Background: an optimization exercise with open tools, aiming at a short achievable clock period and few clock cycles. Do not read the settings as production practice.
No functional check of the RTL was part of this run.
No activity file was given, so power comes from the tool's default toggle rates.

## design.v

```verilog
package rv32_pkg;
  localparam logic [6:0] OP_LUI    = 7'b0110111;
  localparam logic [6:0] OP_AUIPC  = 7'b0010111;
  localparam logic [6:0] OP_JAL    = 7'b1101111;
  localparam logic [6:0] OP_JALR   = 7'b1100111;
  localparam logic [6:0] OP_BRANCH = 7'b1100011;
  localparam logic [6:0] OP_LOAD   = 7'b0000011;
  localparam logic [6:0] OP_STORE  = 7'b0100011;
  localparam logic [6:0] OP_IMM    = 7'b0010011;
  localparam logic [6:0] OP_REG    = 7'b0110011;
endpackage
module rv32_alu (
  input logic [31:0] a,
  input logic [31:0] b,
  input logic [31:0] link,
  input logic sub,
  input logic arith,
  input logic [8:0] sel,
  output logic [31:0] y,
  output logic [31:0] sum,
  output logic eq,
  output logic lt,
  output logic ltu
);
  logic [33:0] s34;
  logic [31:0] bx;
  logic [31:0] sll_y, sr_y;
  logic [32:0] sr_in;
  assign bx = b ^ {32{sub}};
  assign s34 = {1'b0, a, 1'b1} + {1'b0, bx, sub};
  assign sum = s34[32:1];
  assign ltu = ~s34[33];
  assign lt = (a[31] ^ b[31]) ? a[31] : s34[32];
  assign eq = (a == b);
  assign sll_y = a << b[4:0];
  assign sr_in = {arith & a[31], a};
  assign sr_y = 32'($signed(sr_in) >>> b[4:0]);
  assign y = ({32{sel[0]}} & sum)
           | ({32{sel[1]}} & (a & b))
           | ({32{sel[2]}} & (a | b))
           | ({32{sel[3]}} & (a ^ b))
           | {31'd0, (sel[4] & lt) | (sel[5] & ltu)}
           | ({32{sel[6]}} & sll_y)
           | ({32{sel[7]}} & sr_y)
           | ({32{sel[8]}} & link);
endmodule
module rv32_regfile (
  input logic clk,
  input logic [4:0] raddr1,
  input logic [4:0] raddr2,
  output logic [31:0] rdata1,
  output logic [31:0] rdata2,
  input logic we,
  input logic [4:0] waddr,
  input logic [31:0] wdata
);
  logic [31:0] regs [1:31];
  always_ff @(posedge clk) begin
    if (we && (waddr != 5'd0)) regs[waddr] <= wdata;
  end
  always_comb begin
    rdata1 = (raddr1 == 5'd0) ? 32'd0 : regs[raddr1];
    rdata2 = (raddr2 == 5'd0) ? 32'd0 : regs[raddr2];
  end
endmodule
module rv32_core (
  input logic clk,
  input logic rst_n,
  output logic [31:0] imem_addr,
  input logic [31:0] imem_rdata,
  output logic dmem_valid,
  output logic dmem_we,
  output logic [31:0] dmem_addr,
  output logic [31:0] dmem_wdata,
  output logic [3:0] dmem_wstrb,
  input logic dmem_ready,
  input logic [31:0] dmem_rdata,
  output logic mmio_we,
  output logic [31:0] mmio_addr,
  output logic [31:0] mmio_wdata,
  input logic [31:0] mmio_rdata
);
  localparam int BHT_N = 64;
  logic stall_mem;    
  logic stall_id;     
  logic redirect;     
  logic [31:0] redirect_pc;
  logic [31:0] pc_q, pc_d, if_pc4;
  logic [31:0] fi;
  logic f_is_jal, f_is_br, f_pred, f_bpred;
  logic [31:0] f_imm, f_target;
  logic [1:0] bht [0:BHT_N-1];
  logic [1:0] f_ctr;
  assign imem_addr = pc_q;
  assign fi = imem_rdata;
  assign if_pc4 = pc_q + 32'd4;
  assign f_is_jal = (fi[6:0] == rv32_pkg::OP_JAL);
  assign f_is_br = (fi[6:0] == rv32_pkg::OP_BRANCH);
  assign f_ctr = bht[pc_q[7:2]];
  assign f_bpred = (f_ctr == 2'b11) | ((f_ctr != 2'b00) & fi[31]);
  assign f_pred = f_is_jal | (f_is_br & f_bpred);
  assign f_imm = fi[3] ? {{12{fi[31]}}, fi[19:12], fi[20], fi[30:21], 1'b0}
                       : {{20{fi[31]}}, fi[7], fi[30:25], fi[11:8], 1'b0};
  assign f_target = pc_q + f_imm;
  always_comb begin
    if (redirect) pc_d = redirect_pc;
    else if (stall_id) pc_d = pc_q;
    else if (f_pred) pc_d = f_target;
    else pc_d = if_pc4;
  end
  logic ifid_valid;
  logic [31:0] ifid_pc, ifid_pc4, ifid_instr;
  logic ifid_pred;
  logic [31:0] di;
  logic [6:0] d_op;
  logic [2:0] d_f3;
  logic [4:0] d_rs1, d_rs2, d_rd;
  logic d_lui, d_auipc, d_jal, d_jalr, d_br, d_ld, d_st, d_opi, d_opr;
  logic d_use1, d_use2, d_regw, d_srcimm, d_sub, d_arith;
  logic [8:0] d_sel;
  logic [31:0] d_imm_i, d_imm_s, d_imm_b, d_imm_u, d_imm;
  logic [31:0] d_pcimm, d_alt;
  logic [31:0] rf_r1, rf_r2, d_v1, d_v2;
  assign di = ifid_instr;
  assign d_op = di[6:0];
  assign d_f3 = di[14:12];
  assign d_rs1 = di[19:15];
  assign d_rs2 = di[24:20];
  assign d_rd = di[11:7];
  assign d_lui = (d_op == rv32_pkg::OP_LUI);
  assign d_auipc = (d_op == rv32_pkg::OP_AUIPC);
  assign d_jal = (d_op == rv32_pkg::OP_JAL);
  assign d_jalr = (d_op == rv32_pkg::OP_JALR);
  assign d_br = (d_op == rv32_pkg::OP_BRANCH);
  assign d_ld = (d_op == rv32_pkg::OP_LOAD);
  assign d_st = (d_op == rv32_pkg::OP_STORE);
  assign d_opi = (d_op == rv32_pkg::OP_IMM);
  assign d_opr = (d_op == rv32_pkg::OP_REG);
  assign d_use1 = d_jalr | d_br | d_ld | d_st | d_opi | d_opr;
  assign d_use2 = d_br | d_st | d_opr;
  assign d_regw = (d_lui | d_auipc | d_jal | d_jalr | d_ld | d_opi | d_opr) && (d_rd != 5'd0);
  assign d_srcimm = !(d_opr | d_br);
  assign d_sub = (d_opr & (d_f3 == 3'b000) & di[30]) | ((d_opr | d_opi) & (d_f3[2:1] == 2'b01)) | d_br;
  assign d_arith = di[30];
  always_comb begin
    d_sel = 9'd0;
    if (d_opr | d_opi) begin
      unique case (d_f3)
        3'b000: d_sel[0] = 1'b1;
        3'b001: d_sel[6] = 1'b1;
        3'b010: d_sel[4] = 1'b1;
        3'b011: d_sel[5] = 1'b1;
        3'b100: d_sel[3] = 1'b1;
        3'b101: d_sel[7] = 1'b1;
        3'b110: d_sel[2] = 1'b1;
        default: d_sel[1] = 1'b1;
      endcase
    end else if (d_jal | d_jalr) begin
      d_sel[8] = 1'b1;
    end else begin
      d_sel[0] = 1'b1;    
    end
  end
  assign d_imm_i = {{20{di[31]}}, di[31:20]};
  assign d_imm_s = {{20{di[31]}}, di[31:25], di[11:7]};
  assign d_imm_b = {{20{di[31]}}, di[7], di[30:25], di[11:8], 1'b0};
  assign d_imm_u = {di[31:12], 12'd0};
  assign d_pcimm = ifid_pc + (d_auipc ? d_imm_u : d_imm_b);
  assign d_alt = ifid_pred ? ifid_pc4 : d_pcimm;
  always_comb begin
    if (d_st) d_imm = d_imm_s;
    else if (d_lui) d_imm = d_imm_u;
    else if (d_auipc) d_imm = d_pcimm;
    else d_imm = d_imm_i;
  end
  logic exmem_wr, exmem_ld, exmem_st, exmem_sign;
  logic [1:0] exmem_size;
  logic [4:0] exmem_rd;
  logic [31:0] exmem_res, exmem_sdata;
  logic memwb_wr;
  logic [4:0] memwb_rd;
  logic [31:0] memwb_res;
  rv32_regfile u_rf (
    .clk(clk),
    .raddr1(d_rs1), .raddr2(d_rs2),
    .rdata1(rf_r1), .rdata2(rf_r2),
    .we(memwb_wr), .waddr(memwb_rd), .wdata(memwb_res)
  );
  assign d_v1 = !d_use1 ? 32'd0 : (memwb_wr && memwb_rd == d_rs1) ? memwb_res : rf_r1;
  assign d_v2 = (memwb_wr && memwb_rd == d_rs2) ? memwb_res : rf_r2;
  logic idex_valid, idex_wr, idex_ld, idex_st, idex_br, idex_jalr;
  logic idex_pred, idex_sub, idex_arith, idex_srcimm, idex_sign;
  logic [1:0] idex_size;
  logic [2:0] idex_f3;
  logic [8:0] idex_sel;
  logic [4:0] idex_rd;
  logic [5:0] idex_bidx;
  logic [31:0] idex_v1, idex_v2, idex_imm, idex_link, idex_alt;
  logic idex_fa_m, idex_fa_w, idex_fb_m, idex_fb_w;
  assign stall_id = ifid_valid && idex_ld && idex_wr &&
                    ((d_use1 && idex_rd == d_rs1) || (d_use2 && idex_rd == d_rs2));
  logic d_go;
  assign d_go = ifid_valid && !redirect && !stall_id;
  logic d_fa_m, d_fa_w, d_fb_m, d_fb_w;
  assign d_fa_m = d_use1 && idex_wr && idex_rd == d_rs1;
  assign d_fa_w = d_use1 && !d_fa_m && exmem_wr && exmem_rd == d_rs1;
  assign d_fb_m = idex_wr && idex_rd == d_rs2;
  assign d_fb_w = !d_fb_m && exmem_wr && exmem_rd == d_rs2;
  logic [31:0] ex_a, ex_rs2, ex_b, ex_y, ex_sum, ex_sdata;
  logic ex_eq, ex_lt, ex_ltu, ex_cond, ex_taken;
  assign ex_a = ({32{idex_fa_m}} & exmem_res)
              | ({32{idex_fa_w}} & memwb_res)
              | ({32{!idex_fa_m && !idex_fa_w}} & idex_v1);
  assign ex_rs2 = ({32{idex_fb_m}} & exmem_res)
                | ({32{idex_fb_w}} & memwb_res)
                | ({32{!idex_fb_m && !idex_fb_w}} & idex_v2);
  assign ex_b = idex_srcimm ? idex_imm : ex_rs2;
  rv32_alu u_alu (
    .a(ex_a), .b(ex_b), .link(idex_link),
    .sub(idex_sub), .arith(idex_arith), .sel(idex_sel),
    .y(ex_y), .sum(ex_sum), .eq(ex_eq), .lt(ex_lt), .ltu(ex_ltu)
  );
  assign ex_cond = idex_f3[2] ? (idex_f3[1] ? ex_ltu : ex_lt) : ex_eq;
  assign ex_taken = ex_cond ^ idex_f3[0];
  assign redirect = idex_valid && (idex_jalr || (idex_br && (ex_taken != idex_pred)));
  assign redirect_pc = idex_jalr ? {ex_sum[31:1], 1'b0} : idex_alt;
  always_comb begin
    unique case (idex_size)
      2'd0: ex_sdata = {4{ex_rs2[7:0]}};
      2'd1: ex_sdata = {2{ex_rs2[15:0]}};
      default: ex_sdata = ex_rs2;
    endcase
  end
  logic mem_mmio;
  logic [31:0] mem_raw, mem_sh, mem_load, mem_res;
  assign mem_mmio = (exmem_res[31:28] == 4'hF);
  assign dmem_valid = (exmem_ld || exmem_st) && !mem_mmio;
  assign dmem_we = exmem_st && !mem_mmio;
  assign dmem_addr = exmem_res;
  assign dmem_wdata = exmem_sdata;
  always_comb begin
    unique case (exmem_size)
      2'd0: dmem_wstrb = 4'b0001 << exmem_res[1:0];
      2'd1: dmem_wstrb = exmem_res[1] ? 4'b1100 : 4'b0011;
      default: dmem_wstrb = 4'b1111;
    endcase
  end
  assign mmio_we = exmem_st && mem_mmio;
  assign mmio_addr = exmem_res;
  assign mmio_wdata = exmem_sdata;
  assign stall_mem = dmem_valid && !dmem_ready;
  always_comb begin
    mem_raw = mem_mmio ? mmio_rdata : dmem_rdata;
    mem_sh = mem_raw >> {exmem_res[1:0], 3'b000};
    unique case (exmem_size)
      2'd0: mem_load = {{24{exmem_sign & mem_sh[7]}}, mem_sh[7:0]};
      2'd1: mem_load = {{16{exmem_sign & mem_sh[15]}}, mem_sh[15:0]};
      default: mem_load = mem_sh;
    endcase
    mem_res = exmem_ld ? mem_load : exmem_res;
  end
  always_ff @(posedge clk) begin
    if (!rst_n) begin
      pc_q <= 32'd0;
      ifid_valid <= 1'b0;
      idex_valid <= 1'b0;
      idex_wr <= 1'b0;
      idex_ld <= 1'b0;
      idex_st <= 1'b0;
      idex_br <= 1'b0;
      idex_jalr <= 1'b0;
      exmem_wr <= 1'b0;
      exmem_ld <= 1'b0;
      exmem_st <= 1'b0;
      memwb_wr <= 1'b0;
    end else if (!stall_mem) begin
      pc_q <= pc_d;
      if (redirect) ifid_valid <= 1'b0;
      else if (!stall_id) ifid_valid <= 1'b1;
      idex_valid <= d_go;
      idex_wr <= d_go && d_regw;
      idex_ld <= d_go && d_ld;
      idex_st <= d_go && d_st;
      idex_br <= d_go && d_br;
      idex_jalr <= d_go && d_jalr;
      exmem_wr <= idex_wr;
      exmem_ld <= idex_ld;
      exmem_st <= idex_st;
      memwb_wr <= exmem_wr;
    end
  end
  always_ff @(posedge clk) begin
    if (!stall_mem) begin
      if (!stall_id) begin
        ifid_pc <= pc_q;
        ifid_pc4 <= if_pc4;
        ifid_instr <= fi;
        ifid_pred <= f_pred;
      end
      idex_pred <= ifid_pred;
      idex_sub <= d_sub;
      idex_arith <= d_arith;
      idex_srcimm <= d_srcimm;
      idex_sign <= !d_f3[2];
      idex_size <= d_f3[1:0];
      idex_f3 <= d_f3;
      idex_sel <= d_sel;
      idex_rd <= d_rd;
      idex_bidx <= ifid_pc[7:2];
      idex_v1 <= d_v1;
      idex_v2 <= d_v2;
      idex_imm <= d_imm;
      idex_link <= ifid_pc4;
      idex_alt <= d_alt;
      idex_fa_m <= d_fa_m;
      idex_fa_w <= d_fa_w;
      idex_fb_m <= d_fb_m;
      idex_fb_w <= d_fb_w;
      exmem_rd <= idex_rd;
      exmem_res <= ex_y;
      exmem_sdata <= ex_sdata;
      exmem_size <= idex_size;
      exmem_sign <= idex_sign;
      memwb_rd <= exmem_rd;
      memwb_res <= mem_res;
    end
  end
  always_ff @(posedge clk) begin
    if (!rst_n) begin
      for (int i = 0; i < BHT_N; i++) bht[i] <= 2'b01;
    end else if (!stall_mem && idex_valid && idex_br) begin
      if (ex_taken && bht[idex_bidx] != 2'b11) bht[idex_bidx] <= bht[idex_bidx] + 2'd1;
      if (!ex_taken && bht[idex_bidx] != 2'b00) bht[idex_bidx] <= bht[idex_bidx] - 2'd1;
    end
  end
endmodule
```

## run.sh

```bash
#!/bin/bash
# synth_recipe.tcl (not shown) runs the flow's synth.tcl, then flattens the netlist and writes it again
# the make line also repeats each setting of config.mk as NAME=value (left out here)
make -C /OpenROAD-flow-scripts/flow DESIGN_CONFIG=/design/flow/config.mk WORK_HOME=/design/flow/orfs CLKGATE_MAP_FILE= SYNTH_SCRIPT=/design/flow/synth_recipe.tcl finish
```

## constraint.sdc

```tcl
create_clock -name core_clock -period 8.0 [get_ports {clk}]
set_input_delay 1.6000 -clock core_clock [delete_from_list [all_inputs] [get_ports {clk}]]
set_output_delay 1.6000 -clock core_clock [all_outputs]
set_load 0.01 [all_outputs]
```

## config.mk

```make
export PLATFORM = sky130hd
export DESIGN_NAME = rv32_core
export DESIGN_NICKNAME = rv32_core
export VERILOG_FILES = /design/flow/design.v
export SDC_FILE = /design/flow/constraint.sdc
export NUM_CORES = 4
export LEC_CHECK = 0
export ABC_CLOCK_PERIOD_IN_PS = 4500
export CAP_MARGIN = 20
export CORE_MARGIN = 2
export CORE_UTILIZATION = 40
export PLACE_DENSITY = 0.6
export SETUP_SLACK_MARGIN = 3.5
export SLEW_MARGIN = 20
export TNS_END_PERCENT = 100
```

==> run notes <==
* # setup viols final at 0
* Mapped Cells at 6,115
* Final Hold Violating Endpoints at 0
* Die X at 463 um
* Filler cell count at 18,000
* Hpwl dp at 203 mm
* Area of the core at 209,000 um2
* P&R area growth vs syn at 20.3%
* Final Skew at 0.0864 ns
* Clk latency of the worst-skew pair at 0.86 ns
* Vias per cell at 6.38
* Largest net degree at the start of global routing at 157
* Largest cells by area after synthesis: edfxtp_1 (54%), mux4_2 (17%), mux2i_1 (2.8%)
* Rel. slew slack at 8.09%
* Worst Hold Launch: idex_sign$_DFFE_PN_
* Hold WC Path Type: register to register
* # hold bufs at CTS at 0
* Fin crit share at 65.1%
* Sink Count at 1,581
* Worst setup EP type: register
* WP data arrival at 5.72 ns
* DR pass1 iterations at 7
* Setup TNS at 0 ns
* Clk slew on worst S/H paths at 0.06 ns
* Crit Reg-Reg Endpoint: bht[54][0]$_SDFFCE_PN1P_
* All-Layer GR Usage at 28.9%
* Number of nets in the layout at 6,711
* Max Freq at 192 MHz
* Placed inst area at 90,200 um2
* Main synth FF type: edfxtp_1
* Register bit total from synthesis at 1,581
* Global-route wire length before repair at 443 mm
* Crit Path Class: register to register
* H-Tree Depth at 4
* Area of the multi-input gates at 37,900 um2
* Final min period at 5.20 ns
* Routed len/inst at 33.7 um
* Core occupancy in the finished layout at 48.4%
* Fraction of registers with async set/reset at 0%
* Vias in the first global route at 58,200
* Share of Yosys cell area claimed by the top area cell type at 54.1%
* PnR worst setup slack at 2.80 ns
* P_leak at 34.7 nW
* Post-route insts no fill at 9,417
* Power Dens Cells at 207 nW/um2
* TritonCTS clock tree: yes
* Residual DRC count at 0
* R2r startpoint: idex_fb_m$_DFFE_PN_
* Area leader, netlist: edfxtp_1
* Hold path cells at 0
* Synthesized Nets at 6,374
* Total Wirelength at 318 mm
* Starting DRT DRC Count at 8,926
* Top Ports at 266
* Cells on worst reg2reg path at 21
* Max-Cap Viols at 0
* Initial antenna violation count at 37
* Slew Limit Fails at 0
* Die area at 214,000 um2
* Most common cell after layout, fill and taps aside: edfxtp_1
* Slew @ Worst Pin at 1.38 ns
* RSZ-0062 raised after global routing: yes
* Yosys warns at 2
* Mean Syn Cell Area at 13.8 um2
* Vias at 60,100
* Distinct cells, synth at 83
* EDFF count, synth at 1,516
* Max reg flops at 992
* Sequential share of the synthesized area at 55.6%
* Startpoint Class: register
* Crit-path max FO at 8
* Cells after DPL at 8,833
* Design area at 101,000 um2
* Req. time, crit path at 8.51 ns
* Pre-CTS setup slack at 1.31 ns
* R2R setup slack at 2.80 ns
* Grt ovf at 0
* Hold Path End: exmem_sign$_DFFE_PN_
* Post-synthesis cell area at 84,200 um2
* Row cnt at 168
* Register Area at 46,900 um2
* Top reg by flops: u_rf.regs
* Maximum VDD drop at 0.222 mV
* Initial Util at 40.2%
* Final ANT Viol Nets at 0
* Longest Clk Path Bufs at 3
* Die H at 463 um
* Outcome: complete, no violations
* Inserted Clock Buffers at 173
* Gp weighted congestion at 1.01
* Port Buffers at 265
* Largest regs: u_rf.regs x992, bht x128
* Layout cell share with drive strength beyond 1 at 27.6%
* Clock root buffer: clkbuf_16
* CP startpoint: idex_fb_m$_DFFE_PN_
* Most frequent cells in the layout: edfxtp_1 (1,516), mux4_2 (641), nand2_1 (511)
==> cells in the mapped netlist (20+ instances only) <==
| cell type | count |
|---|---|
| nor2_1 | 503 |
| o31ai_1 | 21 |
| buf_4 | 70 |
| nor3_1 | 47 |
| xor2_1 | 48 |
| nand3_1 | 87 |
| buf_2 | 20 |
| mux2_2 | 46 |
| a31oi_1 | 35 |
| a21o_1 | 95 |
| mux2i_1 | 234 |
| and3_1 | 20 |
| and2_1 | 35 |
| dfxtp_1 | 65 |
| edfxtp_1 | 1516 |
| nand2b_1 | 24 |
| nand4_1 | 30 |
| clkbuf_1 | 322 |
| o21a_1 | 27 |
| a21oi_1 | 332 |
| a22o_1 | 44 |
| ha_1 | 158 |
| o21ai_0 | 307 |
| mux4_2 | 641 |
| nand2_1 | 576 |
| a22oi_1 | 62 |
| o211ai_1 | 60 |
| buf_1 | 103 |
| inv_1 | 110 |
| xnor2_1 | 122 |
| a211oi_1 | 84 |
==> report_power, final <==
part | switching, W | total (W) | internal [W]
clock | 0.00352 | 0.00822 | 0.00470
combinational | 0.00180 | 0.00297 | 0.00117
sequential | 0.000306 | 0.00973 | 0.00943
==> per-stage QoR <==
step,power (W),hold WS (ns)
finish,0.0209,0.420
global route,0.0214,0.437
floorplan,0.0113,0.400
detailed placement,0.0125,0.407
CTS,0.0209,0.422
global placement,0.0125,0.405
==> worst max-delay path by stage <==
stage / cells after the start / end / slack, ns
floorplan: 16 / pc_q[30]$_SDFFE_PN0P_ / 2.90
global placement: 19 / bht[39][0]$_SDFFCE_PN1P_ / 1.39
detailed placement: 17 / bht[63][0]$_SDFFCE_PN1P_ / 1.31
CTS: 21 / bht[17][0]$_SDFFCE_PN1P_ / 2.92
global route: 21 / bht[63][1]$_SDFFCE_PN0P_ / 2.67
finish: 21 / bht[54][0]$_SDFFCE_PN1P_ / 2.80
==> cell type report <==
class,instances,area share (%)
antenna,15,0.0370
inverter,115,0.446
sequential,1581,46.3
clock buffer,219,4.62
multi-input combinational,3913,37.4
timing repair buffer,668,6.63
clock inverter,101,1.15
tap,2805,3.46
==> what timing repair did <==
item,in CTS,in global routing
hold endpoints to repair,0,0
pin swaps,92,84
buffers inserted,180,41
setup endpoints to repair,408,345
gates cloned,23,2
resized for setup,409,208
==> critical path, stage by stage, from the launching register on <==
cell and delay (ns):
edfxtp_1 0.41, buf_6 0.17, buf_6 0.13, buf_16 0.15, a22oi_2 0.22, nand2_2 0.14
mux2i_4 0.20, xnor2_2 0.08, ha_1 0.36, buf_6 0.14, a21oi_4 0.12, nor2_2 0.06
a311oi_2 0.28, nor3b_4 0.32, a21oi_4 0.11, mux2i_4 0.21, a2111oi_4 0.40, or3_4 0.27
mux2i_4 0.30, and3_4 0.28, nand3_4 0.25, o21ai_4 0.28
==> kinds of logic (layout without fill, tap and decap cells) <==
family / Yosys count / count (layout) / share of synthesized area, %
and+or+nand+nor: 1422 / 1428 / 7.22
adders and majority gates: 161 / 161 / 2.41
xor gates and xnor gates: 170 / 170 / 1.77
buffers and inverters: 630 / 1103 / 3.15
muxes: 922 / 924 / 20.6
DFF: 1581 / 1581 / 55.6
other: 0 / 15 / 0
AOI/OAI and AO/OA: 1229 / 1230 / 9.30
==> per-layer routing <==
| layer | global-route usage, % | routed length, um | up-vias |
|---|---|---|---|
| li1 | - | - | 24700 |
| met4 | 13.0 | 16700 | 40 |
| met5 | 0 | 243 | - |
| met2 | 43.2 | 141000 | 3744 |
| met3 | 6.62 | 34300 | 685 |
| met1 | 40.3 | 126000 | 30900 |

==> separate check: timing with driven ports <==
How much do the figures lean on ideal ports? The routed layout below was timed once more, with nothing changed but the port constraints.
Step 1 sets driving cells, clkbuf_16 on the clock port and buf_2 on the other inputs (assumed; they add their load-dependent delay and slew).
Step 2 adds t to the input delays and takes it off the output delays; t is the mean of the earliest and latest rising clock arrival at the registers after step 1. Input paths then give back, and output paths get back, about the clock's delay inside the block.
a / b / c = ideal ports / drivers / drivers and shift; a / b = the first two.
shift t [ns]: 0.904
setup WS [ns]: 2.796 / 2.796 / 2.281
hold slack, ns: 0.420 / 0.420 / 0.420
worst setup path at the end: input to register
worst slew at a driven data input, ns: 0.12
After both steps setup and hold are still met in this run. The setup slack of this run moves by 0.000 ns with the drivers and by -0.515 ns with both steps.
